Context: an optimization exercise on an open-source flow, tuned for small area. The choices shown serve that exercise and are no tape-out recipe. No functional check of the RTL was part of this run. Power figures rest on the tool's default switching activity, not on a simulated workload.

--- config.mk ---
export PLATFORM = sky130hd
export DESIGN_NAME = system_bus
export DESIGN_NICKNAME = system_bus
export VERILOG_FILES = /design/flow/design.v
export SDC_FILE = /design/flow/constraint.sdc
export NUM_CORES = 4
export LEC_CHECK = 0
export CAP_MARGIN = 20
export CORE_MARGIN = 2
export CORE_UTILIZATION = 40
export PLACE_DENSITY = 0.6
export SLEW_MARGIN = 20
--- constraint.sdc ---
create_clock -name core_clock -period 7.0 [get_ports {clk}]
set_input_delay 1.4000 -clock core_clock [delete_from_list [all_inputs] [get_ports {clk}]]
set_output_delay 1.4000 -clock core_clock [all_outputs]
set_load 0.01 [all_outputs]
--- design.v ---
module system_bus
	#(parameter DATA_WIDTH = 8, 
	parameter ADDR_WIDTH = 14, 
	parameter NO_OF_MASTER = 4, 
	parameter NO_OF_SLAVE = 8,
	parameter [NO_OF_SLAVE*ADDR_WIDTH-1:0] SLAVE_BASE_ADDR = {14'd10, 14'd20, 14'd30, 14'd40, 14'd50, 14'd60, 14'd70, 14'd80}, 
	parameter [NO_OF_SLAVE*ADDR_WIDTH-1:0] SLAVE_END_ADDR = {14'd19, 14'd29, 14'd39, 14'd49, 14'd59, 14'd69, 14'd79, 14'd89}
	) 
	(
	input clk,
	input reset_n,
	input [ADDR_WIDTH*NO_OF_MASTER-1:0]  addr_avm, 
	output [DATA_WIDTH*NO_OF_MASTER-1:0]  readdata_avm,
	input [DATA_WIDTH*NO_OF_MASTER-1:0]  writedata_avm, 
	input [NO_OF_MASTER-1:0]  readen_avm,
	input [NO_OF_MASTER-1:0]  writeen_avm,
	output [NO_OF_MASTER-1:0]  readvalid_avm,
	output [NO_OF_MASTER-1:0]  writevalid_avm,
	input [NO_OF_MASTER-1:0]  waitrequest_avm,
	input [4*NO_OF_MASTER-1:0]priority_no,
	output [ADDR_WIDTH*NO_OF_SLAVE-1:0]  addr_avs,
	input [DATA_WIDTH*NO_OF_SLAVE-1:0]  readdata_avs,
	output [DATA_WIDTH*NO_OF_SLAVE-1:0]  writedata_avs,
	output [NO_OF_SLAVE-1:0]  readen_avs,
	output [NO_OF_SLAVE-1:0]  writeen_avs,
	input [NO_OF_SLAVE-1:0]  readvalid_avs,
	input [NO_OF_SLAVE-1:0]  writevalid_avs,
	output reg [NO_OF_SLAVE-1:0]  waitrequest_avs
	);
	reg [NO_OF_MASTER-1:0] readen_avm_last, writeen_avm_last, readen_avm_reg, writeen_avm_reg;
	reg [NO_OF_MASTER-1:0]  readvalid_avm_reg, readvalid_avm_reg_out, writevalid_avm_reg_out;
	reg [DATA_WIDTH-1:0]  readdata_avm_reg [NO_OF_MASTER-1:0];
	reg [7:0] readvalid_avs_last, writevalid_avs_last;
	reg [DATA_WIDTH-1:0]  readdata_avs_reg [NO_OF_SLAVE-1:0];
	reg [NO_OF_SLAVE-1:0] readvalid_avs_reg;
	reg [NO_OF_SLAVE-1:0] writevalid_avs_reg;
	wire [NO_OF_SLAVE:0] readvalid_avs_reg_x = {1'b0, readvalid_avs_reg};
	wire [NO_OF_SLAVE:0] writevalid_avs_reg_x = {1'b0, writevalid_avs_reg};
	reg [ADDR_WIDTH-1:0] addr_avs_reg [NO_OF_SLAVE-1:0];
	reg [DATA_WIDTH-1:0]  writedata_avs_reg [NO_OF_SLAVE-1:0];
	reg [NO_OF_SLAVE-1:0]  readen_avs_reg, writeen_avs_reg, readen_avs_reg_out, writeen_avs_reg_out;
	wire [ADDR_WIDTH-1:0] addr_avm_wire [NO_OF_MASTER-1:0];
	wire [DATA_WIDTH-1:0] writedata_avm_wire [NO_OF_MASTER-1:0];
	wire [3:0] priority_wire [NO_OF_MASTER-1:0];
	wire [4*NO_OF_MASTER-1:0] priority_no_with_active;
	reg [7:0] free_slaves;
	reg [3:0] last_state_stage_1_2;
	reg [1:0] master_slave_mux_master;
	reg [7:0] slave_master_demux_slave;
	reg [3:0] counter_s_p_master [NO_OF_MASTER-1:0];
	reg [3:0] value_s_p_master [NO_OF_MASTER-1:0];
	reg [7:0] slave_en_flag;
	reg [4:0] s_p_conversion_counter;
	reg [4:0] s_p_conversion_value;
	reg [3:0] s_p_conversion_counter_4;
	reg [3:0] s_p_conversion_value_4;
	reg stage_2_state;
	reg stage_4_state;
	reg [DATA_WIDTH + 2 - 1:0] shift_reg_slave;
	reg [DATA_WIDTH + ADDR_WIDTH + 2-1:0] shift_reg_master;
	reg [3:0] master_enable;
	reg [7:0] last_state_stage_3_4;
	reg [7:0] last_state_stage_3_4_single;
	reg [7:0] slave_active_stage_3;
	wire [31:0] slave_master_priority;
	wire [31:0] slave_master_priority_with_active;
	wire [3:0] master_enable_wire;
	wire m2s_serial_bus,s2m_serial_bus;
	wire [7:0] master_corresponding_slave [3:0];
	wire [3:0] master_active_stage_1;
	reg [3:0] mux_demux_slave_corresponding_master [7:0] ;
	reg [1:0] mux_demux_slave_corresponding_master_2bit [7:0] ;
	reg [2:0] master_corresponding_slave_3bit [NO_OF_MASTER-1:0];
	reg [4:0] counter_s_p_slave [NO_OF_SLAVE-1:0];
	reg [4:0] value_s_p_slave [NO_OF_SLAVE-1:0];
	reg [1:0] state_master_interface [NO_OF_MASTER-1:0];
	reg [1:0] state_slave_interface [NO_OF_SLAVE-1:0];
	reg [7:0] slave_master_mux_slave;
	reg [3:0] slave_master_mux_slave_3b;
	reg [3:0] slave_master_mux_slave_3b_tem;
	reg [3:0] master_releaser_stage;
	reg [7:0] slave_releaser_stage;
	assign master_active_stage_1=(readen_avm_reg | writeen_avm_reg) & (~last_state_stage_1_2) & (~{((master_corresponding_slave[3] & free_slaves) == 8'b0),((master_corresponding_slave[2] & free_slaves) == 8'b0),((master_corresponding_slave[1] & free_slaves) == 8'b0),((master_corresponding_slave[0] & free_slaves) == 8'b0)});
	assign slave_master_priority={priority_wire[mux_demux_slave_corresponding_master_2bit[7]],priority_wire[mux_demux_slave_corresponding_master_2bit[6]],priority_wire[mux_demux_slave_corresponding_master_2bit[5]],priority_wire[mux_demux_slave_corresponding_master_2bit[4]],priority_wire[mux_demux_slave_corresponding_master_2bit[3]],priority_wire[mux_demux_slave_corresponding_master_2bit[2]],priority_wire[mux_demux_slave_corresponding_master_2bit[1]],priority_wire[mux_demux_slave_corresponding_master_2bit[0]]};
	assign readen_avs = readen_avs_reg_out;
	assign writeen_avs = writeen_avs_reg_out;
	assign readvalid_avm=readvalid_avm_reg_out;
	assign writevalid_avm=writevalid_avm_reg_out;
	assign master_enable_wire=master_enable;
	assign m2s_serial_bus=shift_reg_master[DATA_WIDTH + ADDR_WIDTH + 1];
	assign s2m_serial_bus=shift_reg_slave[DATA_WIDTH + 1];
	genvar i, j, k;
	generate
		for ( i=0;i<NO_OF_MASTER;i=i+1)  
			begin : VECTORIZE_INTERFACE_SIGNALS
				assign priority_wire[i]=priority_no[i*4+3:i*4];
				assign addr_avm_wire[i]=addr_avm[(i+1)*ADDR_WIDTH-1:i*ADDR_WIDTH];
				assign writedata_avm_wire[i]=writedata_avm[(i+1)*DATA_WIDTH-1:i*DATA_WIDTH];
			end
		for ( k=0;k<NO_OF_MASTER;k=k+1)  
			begin : ADDRESS_DECODING_0  
				for ( i=0;i<NO_OF_SLAVE;i=i+1)
					begin : ADDRESS_DECODING_1
						assign master_corresponding_slave[k][i]=(addr_avm[ADDR_WIDTH*k-1+ADDR_WIDTH:ADDR_WIDTH*k] >= SLAVE_BASE_ADDR[(i+1)*ADDR_WIDTH-1:i*ADDR_WIDTH])? ((addr_avm[ADDR_WIDTH*k-1+ADDR_WIDTH:ADDR_WIDTH*k] <= SLAVE_END_ADDR[(i+1)*ADDR_WIDTH-1:i*ADDR_WIDTH])? 1'b1:1'b0):1'b0 ;
					end
			end
		for ( i=0;i<NO_OF_MASTER;i=i+1)  
			begin : BIT_CONVERSION_8_3
				always @(*)
					begin
						case(master_corresponding_slave[i])
							8'b00000001:
								begin
									master_corresponding_slave_3bit[i]=3'b000;
								end
							8'b00000010:
								begin
									master_corresponding_slave_3bit[i]=3'b001;
								end
							8'b00000100:
								begin
									master_corresponding_slave_3bit[i]=3'b010;
								end
							8'b00001000:
								begin
									master_corresponding_slave_3bit[i]=3'b011;
								end
							8'b00010000:
								begin
									master_corresponding_slave_3bit[i]=3'b100;
								end
							8'b00100000:
								begin
									master_corresponding_slave_3bit[i]=3'b101;
								end
							8'b01000000:
								begin
									master_corresponding_slave_3bit[i]=3'b110;
								end
							8'b10000000:
								begin
									master_corresponding_slave_3bit[i]=3'b111;
								end
							default:
								begin
									master_corresponding_slave_3bit[i]=3'b00;
								end
						endcase
					end
			end
		for ( i=0;i<NO_OF_MASTER;i=i+1)  
			begin : IDENTIFY_MASTER_REQUEST_DECTING_WITH_EDGE
				always @(posedge clk or negedge reset_n)
					if (~reset_n)
						begin
							readen_avm_reg[i]<=1'b0;
							writeen_avm_reg[i]<=1'b0;
						end
					else
					begin
						case({((~readen_avm_last[i]) & readen_avm[i]), master_releaser_stage[i]})
							2'b10,2'b11:
								begin
									readen_avm_reg[i]<=1'b1;
								end
							2'b01:
								begin
									readen_avm_reg[i]<=1'b0;
								end
							2'b00:
								begin
									readen_avm_reg[i]<=readen_avm_reg[i];
								end
							default:
								begin
									readen_avm_reg[i]<=1'b0;
								end
						endcase
						case({((~writeen_avm_last[i]) & writeen_avm[i]), master_releaser_stage[i]})
							2'b10,2'b11:
								begin
									writeen_avm_reg[i]<=1'b1;
								end
							2'b01:
								begin
									writeen_avm_reg[i]<=1'b0;
								end
							2'b00:
								begin
									writeen_avm_reg[i]<=writeen_avm_reg[i];
								end
							default:
								begin
									writeen_avm_reg[i]<=1'b0;
								end
						endcase
					end
			end
		for ( i=0;i<NO_OF_SLAVE;i=i+1)  
			begin : BIT_CONVERSION_4_2
				always @(*)
					begin
						case(mux_demux_slave_corresponding_master[i])
							4'b0001:
								begin
									mux_demux_slave_corresponding_master_2bit[i]=2'b00;
								end
							4'b0010:
								begin
									mux_demux_slave_corresponding_master_2bit[i]=2'b01;
								end
							4'b0100:
								begin
									mux_demux_slave_corresponding_master_2bit[i]=2'b10;
								end
							4'b1000:
								begin
									mux_demux_slave_corresponding_master_2bit[i]=2'b11;
								end
							default:
								begin
									mux_demux_slave_corresponding_master_2bit[i]=2'b00;
								end
						endcase
					end
			end
		for ( i=0;i<NO_OF_MASTER;i=i+1)  
			begin : DETECT_MASTER_REQUESTS_WITH_PRIORITY
				assign priority_no_with_active[i*4]=priority_no[i*4] & master_active_stage_1[i];
				assign priority_no_with_active[i*4+1]=priority_no[i*4+1] & master_active_stage_1[i];
				assign priority_no_with_active[i*4+2]=priority_no[i*4+2] & master_active_stage_1[i];
				assign priority_no_with_active[i*4+3]=priority_no[i*4+3] & master_active_stage_1[i];
			end
		for ( i=0;i<NO_OF_SLAVE;i=i+1)  
			begin : DETECT_SLAVE_READY_WITH_PRIORITY
				assign slave_master_priority_with_active[i*4]=slave_master_priority[i*4] & slave_active_stage_3[i];
				assign slave_master_priority_with_active[i*4+1]=slave_master_priority[i*4+1] & slave_active_stage_3[i];
				assign slave_master_priority_with_active[i*4+2]=slave_master_priority[i*4+2] & slave_active_stage_3[i];
				assign slave_master_priority_with_active[i*4+3]=slave_master_priority[i*4+3] & slave_active_stage_3[i];
			end
		for (i=0;i<NO_OF_SLAVE;i=i+1)  
			begin : SAMPLE_DATA_FROM_SLAVE_INTERFACE
				assign writedata_avs[(i+1)*DATA_WIDTH-1:i*DATA_WIDTH] = writedata_avs_reg[i];
				assign addr_avs[(i+1)*ADDR_WIDTH-1:i*ADDR_WIDTH]=addr_avs_reg[i]-SLAVE_BASE_ADDR[i];
				always @(posedge clk or negedge reset_n)	
					begin
						if (~reset_n)
							begin
								readvalid_avs_reg[i]<=1'b0;
								writevalid_avs_reg[i]<=1'b0;
								readdata_avs_reg[i]<=8'b0;
								waitrequest_avs[i]<=1'b0;
							end
						else	
							begin
								case ({(readvalid_avs[i] & (~readvalid_avs_last[i])),(writevalid_avs[i] & (~writevalid_avs_last[i]))})
									2'b11:
										begin
											readvalid_avs_reg[i]<=readvalid_avs[i];
											writevalid_avs_reg[i]<=writevalid_avs[i];
											readdata_avs_reg[i]<=readdata_avs[i*8+7:i*8];
											waitrequest_avs[i]<=1'b1;
										end
									2'b10:
										begin
											readvalid_avs_reg[i]<=readvalid_avs[i];
											writevalid_avs_reg[i]<=writevalid_avs[i];
											readdata_avs_reg[i]<=readdata_avs[i*8+7:i*8];
											waitrequest_avs[i]<=1'b1;
										end
									2'b01:
										begin
											readvalid_avs_reg[i]<=readvalid_avs[i];
											writevalid_avs_reg[i]<=writevalid_avs[i];
											readdata_avs_reg[i]<=readdata_avs_reg[i];
											waitrequest_avs[i]<=1'b1;
										end
									2'b00:
										begin
											readvalid_avs_reg[i]<=readvalid_avs_reg[i];
											writevalid_avs_reg[i]<=writevalid_avs_reg[i];
											readdata_avs_reg[i]<=readdata_avs_reg[i];
											waitrequest_avs[i]<=1'b0;
										end
									default:
										begin
											readvalid_avs_reg[i]<=1'b0;
											writevalid_avs_reg[i]<=1'b0;
											readdata_avs_reg[i]<=8'b0;
											waitrequest_avs[i]<=1'b0;
										end
								endcase
							end
					end
			end
		for (j=0;j<NO_OF_SLAVE;j=j+1)  
			begin : SERIAL_TO_PARALLEL_CONVERSION_AT_SLAVE_INTERFACES
				always @(posedge clk or negedge reset_n) 
					begin
						if(~reset_n)
							begin
								counter_s_p_slave[j]<=5'b0;
								value_s_p_slave[j]<=5'b0;	
								state_slave_interface[j]<=2'b0;
								writeen_avs_reg[j] <= 1'b0;
								readen_avs_reg[j] <= 1'b0;
								addr_avs_reg[j]<={ADDR_WIDTH{1'b0}};
								writedata_avs_reg[j]<=8'b0;
								writeen_avs_reg_out[j]<=1'b0;
								readen_avs_reg_out[j] <=1'b0;
							end
						else	
							begin
								case(state_slave_interface[j])
									2'b0:
										begin
											writeen_avs_reg[j] <= writeen_avs_reg[j];
											counter_s_p_slave[j]<=5'b0;
											writedata_avs_reg[j]<=writedata_avs_reg[j];
											addr_avs_reg[j]<=addr_avs_reg[j];
											value_s_p_slave[j]<=value_s_p_slave[j];
											if (slave_en_flag[j])
												begin
													state_slave_interface[j] <=2'b1;
													readen_avs_reg[j] <= m2s_serial_bus;
												end
											else
												begin
													state_slave_interface[j] <=2'b0;
													readen_avs_reg[j] <= 1'b0;
												end
											if (writeen_avs_reg_out[j] & writevalid_avs[j])
												begin
													writeen_avs_reg_out[j]<=1'b0;
												end
											else
												begin
													writeen_avs_reg_out[j]<=writeen_avs_reg_out[j];
												end
											if (readen_avs_reg_out[j] & readvalid_avs[j])
												begin
													readen_avs_reg_out[j] <=1'b0;
												end
											else
												begin
													readen_avs_reg_out[j] <=readen_avs_reg_out[j];
												end		
										end
									2'b01:
										begin
											writeen_avs_reg[j] <= m2s_serial_bus;
											readen_avs_reg[j] <= readen_avs_reg[j];			
											counter_s_p_slave[j]<=5'b0;
											state_slave_interface[j] <=2'b10;			
											writedata_avs_reg[j]<=writedata_avs_reg[j];
											addr_avs_reg[j]<=addr_avs_reg[j];			
											if(readen_avs_reg[j])
												begin
													value_s_p_slave[j]<=ADDR_WIDTH-1'b1;
												end
											else
												begin
													value_s_p_slave[j]<=ADDR_WIDTH+DATA_WIDTH-1'b1;
												end
											if (writeen_avs_reg_out[j] & writevalid_avs[j])
												begin
													writeen_avs_reg_out[j]<=1'b0;
												end
											else
												begin
													writeen_avs_reg_out[j]<=writeen_avs_reg_out[j];
												end
											if (readen_avs_reg_out[j] & readvalid_avs[j])
												begin
													readen_avs_reg_out[j] <=1'b0;
												end
											else
												begin
													readen_avs_reg_out[j] <=readen_avs_reg_out[j];
												end
										end
									2'b10:
										begin
											writeen_avs_reg[j] <= writeen_avs_reg[j];
											readen_avs_reg[j] <= readen_avs_reg[j];
											value_s_p_slave[j]<=value_s_p_slave[j];
											writedata_avs_reg[j]<={writedata_avs_reg[j],addr_avs_reg[j][ADDR_WIDTH-1]};			
											addr_avs_reg[j]<={addr_avs_reg[j],m2s_serial_bus};			
										if(value_s_p_slave[j] == counter_s_p_slave[j] )
											begin
												counter_s_p_slave[j]<=5'd0;
												writeen_avs_reg_out[j]<=writeen_avs_reg[j];
												readen_avs_reg_out[j] <= readen_avs_reg[j];
												state_slave_interface[j] <=2'b0;
											end
										else			
											begin
												counter_s_p_slave[j]<=counter_s_p_slave[j]+5'd1;
												writeen_avs_reg_out[j]<=writeen_avs_reg_out[j];
												readen_avs_reg_out[j] <=readen_avs_reg_out[j];
												state_slave_interface[j] <=2'b10;
											end					
										end
									default:
										begin
											counter_s_p_slave[j]<=5'b0;
											value_s_p_slave[j]<=5'b0;	
											state_slave_interface[j]<=2'b0;
											writeen_avs_reg[j] <= 1'b0;
											readen_avs_reg[j] <= 1'b0;
											addr_avs_reg[j]<={ADDR_WIDTH{1'b0}};
											writedata_avs_reg[j]<=8'b0;
											writeen_avs_reg_out[j]<=1'b0;
											readen_avs_reg_out[j] <=1'b0;
										end		
								endcase
							end
					end
		end
		for (j=0;j<NO_OF_MASTER;j=j+1) 
			begin : SERIAL_TO_PARALLEL_CONVERSION_AT_MASTER_INTERFACES
				assign readdata_avm[(j+1)*DATA_WIDTH-1:j*DATA_WIDTH]=readdata_avm_reg[j];
				always @(posedge clk or negedge reset_n) 
					begin
						if(~reset_n)
							begin
								counter_s_p_master[j]<=4'b0;
								value_s_p_master[j]<=4'b0;	
								state_master_interface[j]<=2'b0;
								readdata_avm_reg[j] <= 8'b0;
								readvalid_avm_reg[j] <= 1'b0;
								readvalid_avm_reg_out[j] <= 1'b0;
								writevalid_avm_reg_out[j] <= 1'b0;
							end
						else	
							begin
								case(state_master_interface[j])
									2'b0:
										begin
											counter_s_p_master[j]<=4'b0;
											value_s_p_master[j]<=value_s_p_master[j];
											readdata_avm_reg[j] <= readdata_avm_reg[j];
											if (master_enable_wire[j])
												begin
													state_master_interface[j] <=2'b1;
												end
											else
												begin
													state_master_interface[j] <=2'b0;
												end
											casex({master_enable_wire[j],(readen_avm[j] | writeen_avm[j] | waitrequest_avm[j])})
												2'b1x:
													begin
														readvalid_avm_reg[j] <= s2m_serial_bus;
														readvalid_avm_reg_out[j] <= 1'b0;
														writevalid_avm_reg_out[j] <= 1'b0;
													end
												2'b01:
													begin
														readvalid_avm_reg[j] <= readvalid_avm_reg[j];
														readvalid_avm_reg_out[j] <= readvalid_avm_reg_out[j];
														writevalid_avm_reg_out[j] <= writevalid_avm_reg_out[j];
													end
												2'b00:
													begin
														readvalid_avm_reg[j] <= 1'b0;
														readvalid_avm_reg_out[j] <= 1'b0;
														writevalid_avm_reg_out[j] <= 1'b0;
													end
												default:
													begin
														readvalid_avm_reg[j] <= 1'b0;
														readvalid_avm_reg_out[j] <= 1'b0;
														writevalid_avm_reg_out[j] <= 1'b0;
													end
											endcase
										end
									2'b01:
										begin
											counter_s_p_master[j]<=4'b0;
											readvalid_avm_reg[j] <= readvalid_avm_reg[j];
											if(readvalid_avm_reg[j])
												begin
													value_s_p_master[j]<=DATA_WIDTH-1'b1;
													state_master_interface[j] <=2'b10;
													writevalid_avm_reg_out[j] <= s2m_serial_bus;
												end
											else													
												begin
													value_s_p_master[j]<=4'd0;
													state_master_interface[j] <=2'b0;
													writevalid_avm_reg_out[j] <= s2m_serial_bus;
												end
											readvalid_avm_reg_out[j] <= 1'b0;
											readdata_avm_reg[j] <= readdata_avm_reg[j];
										end
									2'b10:
										begin
											value_s_p_master[j]<=value_s_p_master[j];
											readvalid_avm_reg[j] <= readvalid_avm_reg[j];
											readdata_avm_reg[j] <= {readdata_avm_reg[j],s2m_serial_bus}; 
											writevalid_avm_reg_out[j] <= 1'b0;
											if(value_s_p_master[j] == counter_s_p_master[j] )
												begin
													counter_s_p_master[j]<=4'd0;
													readvalid_avm_reg_out[j] <= readvalid_avm_reg[j];
													state_master_interface[j] <=2'b0;
												end
											else
												begin
													counter_s_p_master[j]<=counter_s_p_master[j]+4'd1;
													readvalid_avm_reg_out[j] <= 1'b0;
													state_master_interface[j] <=2'b10;
												end	
										end
									default:
										begin
											readdata_avm_reg[j] <= 8'b0;
											counter_s_p_master[j]<=4'b0;
											value_s_p_master[j]<=4'b0;	
											state_master_interface[j]<=2'b0;
											readvalid_avm_reg[j] <= 1'b0;
											readvalid_avm_reg_out[j] <= 1'b0;
											writevalid_avm_reg_out[j] <= 1'b0;
										end
								endcase
							end
					end
		end
	endgenerate
	always @(posedge clk or negedge reset_n)
		begin
			if(~reset_n)
				begin
					readvalid_avs_last<=8'b0;
					writevalid_avs_last<=8'b0;
					readen_avm_last<=8'b0;
					writeen_avm_last<=8'b0;
				end
			else
				begin
					readvalid_avs_last<=readvalid_avs;
					writevalid_avs_last<=writevalid_avs;
					readen_avm_last<=readen_avm;
					writeen_avm_last<=writeen_avm;
				end
		end
	always @(posedge clk or negedge reset_n) 
		begin
			if (~reset_n)
				begin
					master_slave_mux_master <=2'b0;
					slave_master_demux_slave<=8'b0;
					mux_demux_slave_corresponding_master[0] <= 4'b0;
					mux_demux_slave_corresponding_master[1] <= 4'b0;
					mux_demux_slave_corresponding_master[2] <= 4'b0;
					mux_demux_slave_corresponding_master[3] <= 4'b0;
					mux_demux_slave_corresponding_master[4] <= 4'b0;
					mux_demux_slave_corresponding_master[5] <= 4'b0;
					mux_demux_slave_corresponding_master[6] <= 4'b0;
					mux_demux_slave_corresponding_master[7] <= 4'b0;
				end
			else
				begin      
					casex({priority_no_with_active}) 
						16'b1000xxxxxxxxxxxx:
							begin
								master_slave_mux_master <=2'b11;
								slave_master_demux_slave<=master_corresponding_slave[3];
								mux_demux_slave_corresponding_master[master_corresponding_slave_3bit[3]] <= 4'b1000; 
							end
						16'b0xxx1000xxxxxxxx:
							begin
								master_slave_mux_master <=2'b10;
								slave_master_demux_slave<=master_corresponding_slave[2];
								mux_demux_slave_corresponding_master[master_corresponding_slave_3bit[2]] <= 4'b0100;
							end
						16'b0xxx0xxx1000xxxx:
							begin
								master_slave_mux_master <=2'b01;
								slave_master_demux_slave<=master_corresponding_slave[1];
								mux_demux_slave_corresponding_master[master_corresponding_slave_3bit[1]] <= 4'b0010;
							end
						16'b0xxx0xxx0xxx1000:
							begin
								master_slave_mux_master <=2'b0;
								slave_master_demux_slave<=master_corresponding_slave[0];
								mux_demux_slave_corresponding_master[master_corresponding_slave_3bit[0]] <= 4'b0001;
							end
						16'b01000xxx0xxx0xxx:
							begin
								master_slave_mux_master <=2'b11;
								slave_master_demux_slave<=master_corresponding_slave[3];
								mux_demux_slave_corresponding_master[master_corresponding_slave_3bit[3]] <= 4'b1000;
							end
						16'b00xx01000xxx0xxx:
							begin
								master_slave_mux_master <=2'b10;
								slave_master_demux_slave<=master_corresponding_slave[2];
								mux_demux_slave_corresponding_master[master_corresponding_slave_3bit[2]] <= 4'b0100;
							end
						16'b00xx00xx01000xxx:
							begin
								master_slave_mux_master <=2'b01;
								slave_master_demux_slave<=master_corresponding_slave[1];
								mux_demux_slave_corresponding_master[master_corresponding_slave_3bit[1]] <= 4'b0010;
							end
						16'b00xx00xx00xx0100:
							begin
								master_slave_mux_master <=2'b0;
								slave_master_demux_slave<=master_corresponding_slave[0];
								mux_demux_slave_corresponding_master[master_corresponding_slave_3bit[0]] <= 4'b0001;
							end
						16'b001000xx00xx00xx:
							begin
								master_slave_mux_master <=2'b11;
								slave_master_demux_slave<=master_corresponding_slave[3];
								mux_demux_slave_corresponding_master[master_corresponding_slave_3bit[3]] <= 4'b1000;
							end
						16'b000x001000xx00xx:
							begin
								master_slave_mux_master <=2'b10;
								slave_master_demux_slave<=master_corresponding_slave[2];
								mux_demux_slave_corresponding_master[master_corresponding_slave_3bit[2]] <= 4'b0100;
							end
						16'b000x000x001000xx:
							begin
								master_slave_mux_master <=2'b01;
								slave_master_demux_slave<=master_corresponding_slave[1];
								mux_demux_slave_corresponding_master[master_corresponding_slave_3bit[1]] <= 4'b0010;
							end
						16'b000x000x000x0010:
							begin
								master_slave_mux_master <=2'b0;
								slave_master_demux_slave<=master_corresponding_slave[0];
								mux_demux_slave_corresponding_master[master_corresponding_slave_3bit[0]] <= 4'b0001;
							end
						16'b0001000x000x000x:
							begin
								master_slave_mux_master <=2'b11;
								slave_master_demux_slave<=master_corresponding_slave[3];
								mux_demux_slave_corresponding_master[master_corresponding_slave_3bit[3]] <= 4'b1000;
							end
						16'b00000001000x000x:
							begin
								master_slave_mux_master <=2'b10;
								slave_master_demux_slave<=master_corresponding_slave[2];
								mux_demux_slave_corresponding_master[master_corresponding_slave_3bit[2]] <= 4'b0100;
							end
						16'b000000000001000x:
							begin
								master_slave_mux_master <=2'b01;  
								slave_master_demux_slave<=master_corresponding_slave[1];
								mux_demux_slave_corresponding_master[master_corresponding_slave_3bit[1]] <= 4'b0010;
							end
						16'b0000000000000001:
							begin
								master_slave_mux_master <=2'b0;
								slave_master_demux_slave<=master_corresponding_slave[0];
								mux_demux_slave_corresponding_master[master_corresponding_slave_3bit[0]] <= 4'b0001;
							end
						default:
							begin
								master_slave_mux_master <=2'b0;
								slave_master_demux_slave<=8'b0;
							end
					endcase
				end
		end
	always @(posedge clk or negedge reset_n) 
		begin
			if(~reset_n)
				begin
					slave_en_flag <= 8'b0;
					s_p_conversion_counter <= 5'b0;
					s_p_conversion_value<=5'b0;
					shift_reg_master<={(DATA_WIDTH+ADDR_WIDTH+2){1'b0}};
					last_state_stage_1_2<=4'b0;
					stage_2_state<=1'b0;
					free_slaves<=8'hff;
				end
			else
				begin
					case(stage_2_state)
						1'b0:  
							begin
								s_p_conversion_counter <= 5'b0;
								if (writeen_avm[master_slave_mux_master])
									begin
										s_p_conversion_value <= DATA_WIDTH+ADDR_WIDTH+1'b1; 
										shift_reg_master <= {readen_avm[master_slave_mux_master],writeen_avm[master_slave_mux_master] ,writedata_avm_wire[master_slave_mux_master], addr_avm_wire[master_slave_mux_master]};
									end
								else
									begin
										s_p_conversion_value <= ADDR_WIDTH+1'b1;
										shift_reg_master <= {readen_avm[master_slave_mux_master],writeen_avm[master_slave_mux_master] , addr_avm_wire[master_slave_mux_master], {DATA_WIDTH{1'b0}}};
									end
								if(slave_master_demux_slave!=8'b0)  
									begin 
										slave_en_flag <= slave_master_demux_slave;
										last_state_stage_1_2 <= (last_state_stage_1_2 ^ master_releaser_stage) | (1'b1 << master_slave_mux_master);
										stage_2_state <= 1'b1;
										free_slaves <= ((free_slaves|slave_releaser_stage) ^ slave_master_demux_slave);
									end
								else
									begin
										slave_en_flag<=8'b0;
										stage_2_state <= stage_2_state;
										last_state_stage_1_2 <= (last_state_stage_1_2 ^ master_releaser_stage);
										free_slaves <=(free_slaves|slave_releaser_stage);
									end
							end
						1'b1:
							begin
								s_p_conversion_value<=s_p_conversion_value;  
								slave_en_flag<=8'b0;
								last_state_stage_1_2 <= (last_state_stage_1_2 ^ master_releaser_stage);
								free_slaves<=(free_slaves|slave_releaser_stage);
								shift_reg_master<= {shift_reg_master[DATA_WIDTH+ADDR_WIDTH:0],1'b0};
								if(s_p_conversion_counter == s_p_conversion_value)
									begin
										stage_2_state <= 1'b0;
										s_p_conversion_counter <= 5'b0;
									end
								else
									begin
										stage_2_state <= stage_2_state;
										s_p_conversion_counter <= s_p_conversion_counter + 5'b1;
									end
							end
						default:
							begin
								slave_en_flag <= 8'b0;
								s_p_conversion_counter <= 5'b0;
								s_p_conversion_value<=5'b0;
								shift_reg_master<={(DATA_WIDTH+ADDR_WIDTH+2){1'b0}};
								last_state_stage_1_2<=4'b0;
								stage_2_state<=1'b0;
								free_slaves<=8'hff;
							end
					endcase
				end
		end
	always @(posedge clk or negedge reset_n)
		begin 
			if (~reset_n)
				begin
					slave_active_stage_3<=8'b0;
				end
			else
				begin
					slave_active_stage_3<=(slave_active_stage_3|(((~readvalid_avs_last) & readvalid_avs) |  ((~writevalid_avs_last) & writevalid_avs))) & (~last_state_stage_3_4);
				end
		end
	always @(posedge clk or negedge reset_n) 
		begin
			if (~reset_n)
				begin
					slave_master_mux_slave<=8'b0;
					slave_master_mux_slave_3b <= 4'b0;
				end
			else
				begin          
					if ((slave_master_priority_with_active & 32'b11110000000000000000000000000000) == 32'b10000000000000000000000000000000)
						begin
							slave_master_mux_slave<=8'b10000000; slave_master_mux_slave_3b <= 4'b111;
						end
					else if ((slave_master_priority_with_active & 32'b10001111000000000000000000000000) == 32'b00001000000000000000000000000000)
						begin
							slave_master_mux_slave<=8'b01000000; slave_master_mux_slave_3b <= 4'b110;
						end
					else if ((slave_master_priority_with_active & 32'b10001000111100000000000000000000) == 32'b00000000100000000000000000000000)
						begin
							slave_master_mux_slave<=8'b00100000; slave_master_mux_slave_3b <= 4'b101;
						end
					else if ((slave_master_priority_with_active & 32'b10001000100011110000000000000000) == 32'b00000000000010000000000000000000)
						begin
							slave_master_mux_slave<=8'b00010000; slave_master_mux_slave_3b <= 4'b100;
						end
					else if ((slave_master_priority_with_active & 32'b10001000100010001111000000000000) == 32'b00000000000000001000000000000000)
						begin
							slave_master_mux_slave<=8'b00001000; slave_master_mux_slave_3b <= 4'b011;
						end
					else if ((slave_master_priority_with_active & 32'b10001000100010001000111100000000) == 32'b00000000000000000000100000000000)
						begin
							slave_master_mux_slave<=8'b00000100; slave_master_mux_slave_3b <= 4'b010;
						end
					else if ((slave_master_priority_with_active & 32'b10001000100010001000100011110000) == 32'b00000000000000000000000010000000)
						begin
							slave_master_mux_slave<=8'b00000010; slave_master_mux_slave_3b <= 4'b001;
						end
					else if ((slave_master_priority_with_active & 32'b10001000100010001000100010001111) == 32'b00000000000000000000000000001000)
						begin
							slave_master_mux_slave<=8'b00000001; slave_master_mux_slave_3b <= 4'b000;
						end
					else if ((slave_master_priority_with_active & 32'b11111000100010001000100010001000) == 32'b01000000000000000000000000000000)
						begin
							slave_master_mux_slave<=8'b10000000; slave_master_mux_slave_3b <= 4'b111;
						end
					else if ((slave_master_priority_with_active & 32'b11001111100010001000100010001000) == 32'b00000100000000000000000000000000)
						begin
							slave_master_mux_slave<=8'b01000000; slave_master_mux_slave_3b <= 4'b110;
						end
					else if ((slave_master_priority_with_active & 32'b11001100111110001000100010001000) == 32'b00000000010000000000000000000000)
						begin
							slave_master_mux_slave<=8'b00100000; slave_master_mux_slave_3b <= 4'b101;
						end
					else if ((slave_master_priority_with_active & 32'b11001100110011111000100010001000) == 32'b00000000000001000000000000000000)
						begin
							slave_master_mux_slave<=8'b00010000; slave_master_mux_slave_3b <= 4'b100;
						end
					else if ((slave_master_priority_with_active & 32'b11001100110011001111100010001000) == 32'b00000000000000000100000000000000)
						begin
							slave_master_mux_slave<=8'b00001000; slave_master_mux_slave_3b <= 4'b011;
						end
					else if ((slave_master_priority_with_active & 32'b11001100110011001100111110001000) == 32'b00000000000000000000010000000000)
						begin
							slave_master_mux_slave<=8'b00000100; slave_master_mux_slave_3b <= 4'b010;
						end
					else if ((slave_master_priority_with_active & 32'b11001100110011001100110011111000) == 32'b00000000000000000000000001000000)
						begin
							slave_master_mux_slave<=8'b00000010; slave_master_mux_slave_3b <= 4'b001;
						end
					else if ((slave_master_priority_with_active & 32'b11001100110011001100110011001111) == 32'b00000000000000000000000000000100)
						begin
							slave_master_mux_slave<=8'b00000001; slave_master_mux_slave_3b <= 4'b000;
						end
					else if ((slave_master_priority_with_active & 32'b11111100110011001100110011001100) == 32'b00100000000000000000000000000000)
						begin
							slave_master_mux_slave<=8'b10000000; slave_master_mux_slave_3b <= 4'b111;
						end
					else if ((slave_master_priority_with_active & 32'b11101111110011001100110011001100) == 32'b00000010000000000000000000000000)
						begin
							slave_master_mux_slave<=8'b01000000; slave_master_mux_slave_3b <= 4'b110;
						end
					else if ((slave_master_priority_with_active & 32'b11101110111111001100110011001100) == 32'b00000000001000000000000000000000)
						begin
							slave_master_mux_slave<=8'b00100000; slave_master_mux_slave_3b <= 4'b101;
						end
					else if ((slave_master_priority_with_active & 32'b11101110111011111100110011001100) == 32'b00000000000000100000000000000000)
						begin
							slave_master_mux_slave<=8'b00010000; slave_master_mux_slave_3b <= 4'b100;
						end
					else if ((slave_master_priority_with_active & 32'b11101110111011101111110011001100) == 32'b00000000000000000010000000000000)
						begin
							slave_master_mux_slave<=8'b00001000; slave_master_mux_slave_3b <= 4'b011;
						end
					else if ((slave_master_priority_with_active & 32'b11101110111011101110111111001100) == 32'b00000000000000000000001000000000)
						begin
							slave_master_mux_slave<=8'b00000100; slave_master_mux_slave_3b <= 4'b010;
						end
					else if ((slave_master_priority_with_active & 32'b11101110111011101110111011111100) == 32'b00000000000000000000000000100000)
						begin
							slave_master_mux_slave<=8'b00000010; slave_master_mux_slave_3b <= 4'b001;
						end
					else if ((slave_master_priority_with_active & 32'b11101110111011101110111011101111) == 32'b00000000000000000000000000000010)
						begin
							slave_master_mux_slave<=8'b00000001; slave_master_mux_slave_3b <= 4'b000;
						end
					else if ((slave_master_priority_with_active & 32'b11111110111011101110111011101110) == 32'b00010000000000000000000000000000)
						begin
							slave_master_mux_slave<=8'b10000000; slave_master_mux_slave_3b <= 4'b111;
						end
					else if ((slave_master_priority_with_active & 32'b11111111111011101110111011101110) == 32'b00000001000000000000000000000000)
						begin
							slave_master_mux_slave<=8'b01000000; slave_master_mux_slave_3b <= 4'b110;
						end
					else if ((slave_master_priority_with_active & 32'b11111111111111101110111011101110) == 32'b00000000000100000000000000000000)
						begin
							slave_master_mux_slave<=8'b00100000; slave_master_mux_slave_3b <= 4'b101;
						end
					else if ((slave_master_priority_with_active & 32'b11111111111111111110111011101110) == 32'b00000000000000010000000000000000)
						begin
							slave_master_mux_slave<=8'b00010000; slave_master_mux_slave_3b <= 4'b100;
						end
					else if ((slave_master_priority_with_active & 32'b11111111111111111111111011101110) == 32'b00000000000000000001000000000000)
						begin
							slave_master_mux_slave<=8'b00001000; slave_master_mux_slave_3b <= 4'b011;
						end
					else if ((slave_master_priority_with_active & 32'b11111111111111111111111111101110) == 32'b00000000000000000000000100000000)
						begin
							slave_master_mux_slave<=8'b00000100; slave_master_mux_slave_3b <= 4'b010;
						end
					else if ((slave_master_priority_with_active & 32'b11111111111111111111111111111110) == 32'b00000000000000000000000000010000)
						begin
							slave_master_mux_slave<=8'b00000010; slave_master_mux_slave_3b <= 4'b001;
						end
					else if ((slave_master_priority_with_active & 32'b11111111111111111111111111111111) == 32'b00000000000000000000000000000001)
						begin
							slave_master_mux_slave<=8'b00000001; slave_master_mux_slave_3b <= 4'b000;
						end
					else
						begin
							slave_master_mux_slave<=8'b0; slave_master_mux_slave_3b <= 4'b1000;
						end
				end
		end
	always @(posedge clk or negedge reset_n) 
		begin
			if(!reset_n)
				begin
					s_p_conversion_counter_4 <= 4'b0;
					s_p_conversion_value_4 <= 4'b0;
					stage_4_state <= 1'b0;
					shift_reg_slave <= {(DATA_WIDTH + 2){1'b0}}; 
					last_state_stage_3_4<=8'b0;
					last_state_stage_3_4_single<=8'b0;
					master_enable<=4'b0;
					slave_master_mux_slave_3b_tem<=4'b0;
				end
			else
				begin
					case(stage_4_state)
						1'b0:
							begin
								last_state_stage_3_4_single<=8'b0;
								s_p_conversion_counter_4 <= 4'b0;
								if (readvalid_avs_reg_x[slave_master_mux_slave_3b])
									begin
										shift_reg_slave <= {readvalid_avs_reg_x[slave_master_mux_slave_3b], writevalid_avs_reg_x[slave_master_mux_slave_3b], readdata_avs_reg[slave_master_mux_slave_3b]};
										s_p_conversion_value_4 <= DATA_WIDTH+1'b1;
									end
								else
									begin
										shift_reg_slave <= {readvalid_avs_reg_x[slave_master_mux_slave_3b], writevalid_avs_reg_x[slave_master_mux_slave_3b],{DATA_WIDTH{1'b0}}};
										s_p_conversion_value_4 <= 4'd1;
									end
								if(slave_master_mux_slave!=8'b0)
									begin
										stage_4_state <= 1'b1;
										last_state_stage_3_4<=(last_state_stage_3_4^slave_releaser_stage)| (1'b1 << slave_master_mux_slave_3b);
										master_enable<=mux_demux_slave_corresponding_master[slave_master_mux_slave_3b];
									end
								else
									begin
										stage_4_state <= stage_4_state;
										last_state_stage_3_4<=(last_state_stage_3_4^slave_releaser_stage);
										master_enable<=4'b0;
									end
								slave_master_mux_slave_3b_tem<=slave_master_mux_slave_3b;
							end
						1'b1:
							begin
								slave_master_mux_slave_3b_tem<=slave_master_mux_slave_3b_tem;
								master_enable<=4'b0;
								shift_reg_slave[DATA_WIDTH + 1:0] <= {shift_reg_slave[DATA_WIDTH:0],1'b0};
								last_state_stage_3_4<=(last_state_stage_3_4^slave_releaser_stage);
								if(s_p_conversion_counter_4 == s_p_conversion_value_4)
									begin
										stage_4_state <= 1'b0;
										s_p_conversion_counter_4 <= 4'b0;
										last_state_stage_3_4_single<=(1'b1 << slave_master_mux_slave_3b_tem);
									end
								else
									begin
										stage_4_state <= stage_4_state;
										s_p_conversion_counter_4 <= s_p_conversion_counter_4 + 4'b1;
										last_state_stage_3_4_single<=8'b0;
									end
							end
					endcase
				end
		end
		always @(posedge clk or negedge reset_n)  
			begin
				if (~reset_n)
					begin
						master_releaser_stage<=4'b0;
						slave_releaser_stage<=8'b0;
					end
				else
					begin
						case(last_state_stage_3_4_single)
							8'b10000000:
								begin
									master_releaser_stage<=mux_demux_slave_corresponding_master[7];
									slave_releaser_stage<=8'b10000000;
								end
							8'b01000000:
								begin
									master_releaser_stage<=mux_demux_slave_corresponding_master[6];
									slave_releaser_stage<=8'b01000000;
								end
							8'b00100000:
								begin
									master_releaser_stage<=mux_demux_slave_corresponding_master[5];
									slave_releaser_stage<=8'b00100000;
								end
							8'b00010000:
								begin
									master_releaser_stage<=mux_demux_slave_corresponding_master[4];
									slave_releaser_stage<=8'b00010000;
								end
							8'b00001000:
								begin
									master_releaser_stage<=mux_demux_slave_corresponding_master[3];
									slave_releaser_stage<=8'b00001000;
								end
							8'b00000100:
								begin
									master_releaser_stage<=mux_demux_slave_corresponding_master[2];
									slave_releaser_stage<=8'b00000100;
								end
							8'b00000010:
								begin
									master_releaser_stage<=mux_demux_slave_corresponding_master[1];
									slave_releaser_stage<=8'b00000010;
								end
							8'b00000001:
								begin
									master_releaser_stage<=mux_demux_slave_corresponding_master[0];
									slave_releaser_stage<=8'b00000001;
								end
							default:
								begin
									master_releaser_stage<=4'b0;
									slave_releaser_stage<=8'b0;
								end
						endcase		
					end
			end
endmodule
--- run.sh ---
#!/bin/bash
# synth_recipe.tcl (not shown) runs the flow's synth.tcl, then flattens the netlist and writes it again
# the make line also repeats each setting of config.mk as NAME=value (left out here)
make -C /OpenROAD-flow-scripts/flow DESIGN_CONFIG=/design/flow/config.mk WORK_HOME=/design/flow/orfs CLKGATE_MAP_FILE= SYNTH_SCRIPT=/design/flow/synth_recipe.tcl finish
==> results.txt <==
clock latency (worst-skew pair) 0.63 ns; largest fanout on the critical path 12; Final ANT Viol Nets 0; share of layout cells above drive strength 1 6.87%; FF-to-FF setup slack 3.09 ns; first-pass GRT wire length 147 mm; number of synthesized register bits 648; critical path type input pin to register; Critical Path Sink Type register; Layout Area Growth over Synthesis 24.3%; CP required 7.50 ns; Root Buffer clkbuf_16; top-area cell type share of the netlist area 50.0%; overall die area 82300 um2; Max clock buf depth 3; worst hold-check path type register to register; library cells used by synthesis 104; met3 WL 5.02 mm; vias in the first global route 25000; GRT Util Overall 22.7%; total core area 79100 um2; length of routed met2 wiring 45.0 mm; Lkg Pwr 18.2 nW; Max transition margin 26.4%; H-tree levels 3; Die W 287 um; Nets 4033; worst path arrival time 5.49 ns; post-CTS sizing 0; Starting DRT DRC Count 2258; Via Count 26100; Startpoint Class input pin; Mapped Cells 3416; Power per Cell Area 250 nW/um2; Clock Skew 0.0590 ns; outcome timing/DRC/antenna clean; Final HPWL DP 68.5 mm; Post-synth EDFFs 0; Peak VDD IR 0.188 mV; most common library cells after synthesis 820 x nand2_1, 640 x dfrtp_1, 252 x nand3_1, 218 x nor2_1, 166 x o21ai_0; drt total wl 94.8 mm; drt drc 0; number of setup violations in the final report 0; max reg flops 112; Top Layer Used met5; count leader, synth nand2_1; ranking of synthesized cells by area dfrtp_1 50%, nand2_1 9.6%, nand3_1 3.9%; asr flop ratio synth 100%; GRT Residual Overflow 0; number of cell rows 103; Initial Utilization 40.5%; setup bufs post-CTS 0; Via density 5.35; wire per inst 19.4 um; most area-hungry cell type in the Yosys netlist dfrtp_1; Max Fclk 200 MHz; CTS tree built; clock sinks 648; Avg Cell Area, Syn 9.37 um2; Tightest Pin Transition 1.10 ns; sequential element share of the synthesized area 50.7%; syn_nets 3678; Die H 287 um; Tcrit/Tclk final 71.3%; pin count of the biggest net entering global routing 161; FF-to-FF path depth 11; max-slew violations 0; total CTS buffers 73; Final TNS setup 0 ns; M1 WL 42.7 mm; Synth Flop Type dfrtp_1; I/O pin cnt 438; Hold Fails Final Rpt 0; RSZ-0062 raised after global routing false; max cap viols 0; initial antenna violation count 8; GPL Wtd Cong 0.897; number of hold buffers added after cts 0; synth warn 14; minimum clock period 4.99 ns; iteration count of the initial detailed-routing pass 7; IO Port Bufs 437; Post-Syn Area 32000 um2; number of cells on the worst hold path 1; Final Total Pwr 0.00994 W; Worst-path clk slew 0.06 ns
-- layout by cell type, fill, tap and decap left out, types with 39 or more instances in the layout --
master | Yosys | final
ha_1 | 64 | 64
o21ai_0 | 166 | 166
xnor2_1 | 61 | 61
nand2_1 | 820 | 820
clkbuf_16 | 0 | 73
nor2b_1 | 61 | 61
nor3_1 | 50 | 50
inv_1 | 91 | 91
nand3_1 | 252 | 252
clkdlybuf4s50_1 | 0 | 436
nor2_1 | 218 | 216
xor2_1 | 44 | 44
a21oi_1 | 94 | 94
nand2b_1 | 64 | 64
a22o_1 | 39 | 39
dfrtp_1 | 640 | 635
-- per-stage QoR --
stage / utilization, % / area, um2 / worst slack [ns] / std cells / hold slack (ns)
6_report: 50.3 / 39800 / 2.01 / 4886 / 0.429
5_1_grt: 50.3 / 39800 / 1.75 / 4884 / 0.436
3_3_place_gp: 47.0 / 37200 / 1.52 / 4746 / 0.415
3_5_place_dp: 47.0 / 37200 / 1.47 / 4746 / 0.421
2_1_floorplan: - / 32000 / 2.59 / 3416 / 0.410
4_1_cts: 50.2 / 39800 / 2.11 / 4878 / 0.429
-- layer usage --
metal,GRT usage (%),up-vias
li1,-,12500
met1,32.0,12700
met2,36.1,719
met3,3.67,135
met4,6.37,2
met5,0,-
-- layout make-up --
type | instances | area, um2
Multi-Input combinational cell | 2493 | 14700
Inverter | 91 | 342
Clock buffer | 102 | 2070
Fill cell | 7440 | 39300
Timing Repair Buffer | 464 | 4620
Tap cell | 1050 | 1310
Antenna cell | 8 | 20.0
Clock inverter | 30 | 460
Sequential cell | 648 | 16200
-- cell families after synthesis --
logic type	after synthesis	synth area share, %
XOR/XNOR	105	2.87
multiplexers	95	4.46
adder cells (fa/ha/maj)	64	2.50
buffers and inverters	275	3.34
AO/OA/AOI/OAI	537	11.5
AND/OR/NAND/NOR	1692	24.6
flip-flops	648	50.7
-- report_power, final --
group | internal [W] | switching [W]
Sequential | 0.00405 | 0.000331
Combinational | 0.000636 | 0.000947
Clock | 0.00235 | 0.00162
Total | 0.00703 | 0.00290
-- path summary, 6_finish.rpt --
check / from / end
setup reg to reg: mux_demux_slave_corresponding_master[6][3] / slave_master_mux_slave_3b[3]
hold reg to reg: last_state_stage_3_4[2] / slave_active_stage_3[2]
hold / removal: last_state_stage_3_4[2] / slave_active_stage_3[2]
min in group asynchronous: reset_n / writedata_avs_reg[5][3]
max in group asynchronous: reset_n / readdata_avm_reg[1][7]
setup / recovery: addr_avm[31] / mux_demux_slave_corresponding_master[0][2]
-- critical path, cell delays in order --
cell and delay (ns):
clkdlybuf4s50_1 0.58, and2_1 0.29, a2111oi_1 0.82, a32oi_1 0.32, a31oi_4 0.36, a21oi_1 0.11
a31oi_1 0.26, o221a_2 0.42, nor2_1 0.14, a2111oi_4 0.39, mux2_1 0.37

[what the ideal ports hide]
No port has a modelled driver above. Below, the same layout with a new extraction and two added sets of constraints. Step 1, drivers: a clkbuf_16 drives clk and a buf_2 each remaining input, both assumed. Step 2 also shifts input and output timing later by t, the mid clock arrival at the registers, as if the neighbouring blocks saw the same clock. Three values: ideal ports, drivers, drivers and shift; two values: the first two.
t, ns: 0.663
setup WS [ns]: 2.007 / 2.045 / 1.382
worst data-port slew with drivers (ns): 0.12
cell pins on the clock port's net: 1
After both steps setup and hold are still met in this run. For this run, drivers alone change the setup slack by +0.038 ns; drivers and shift together by -0.625 ns.
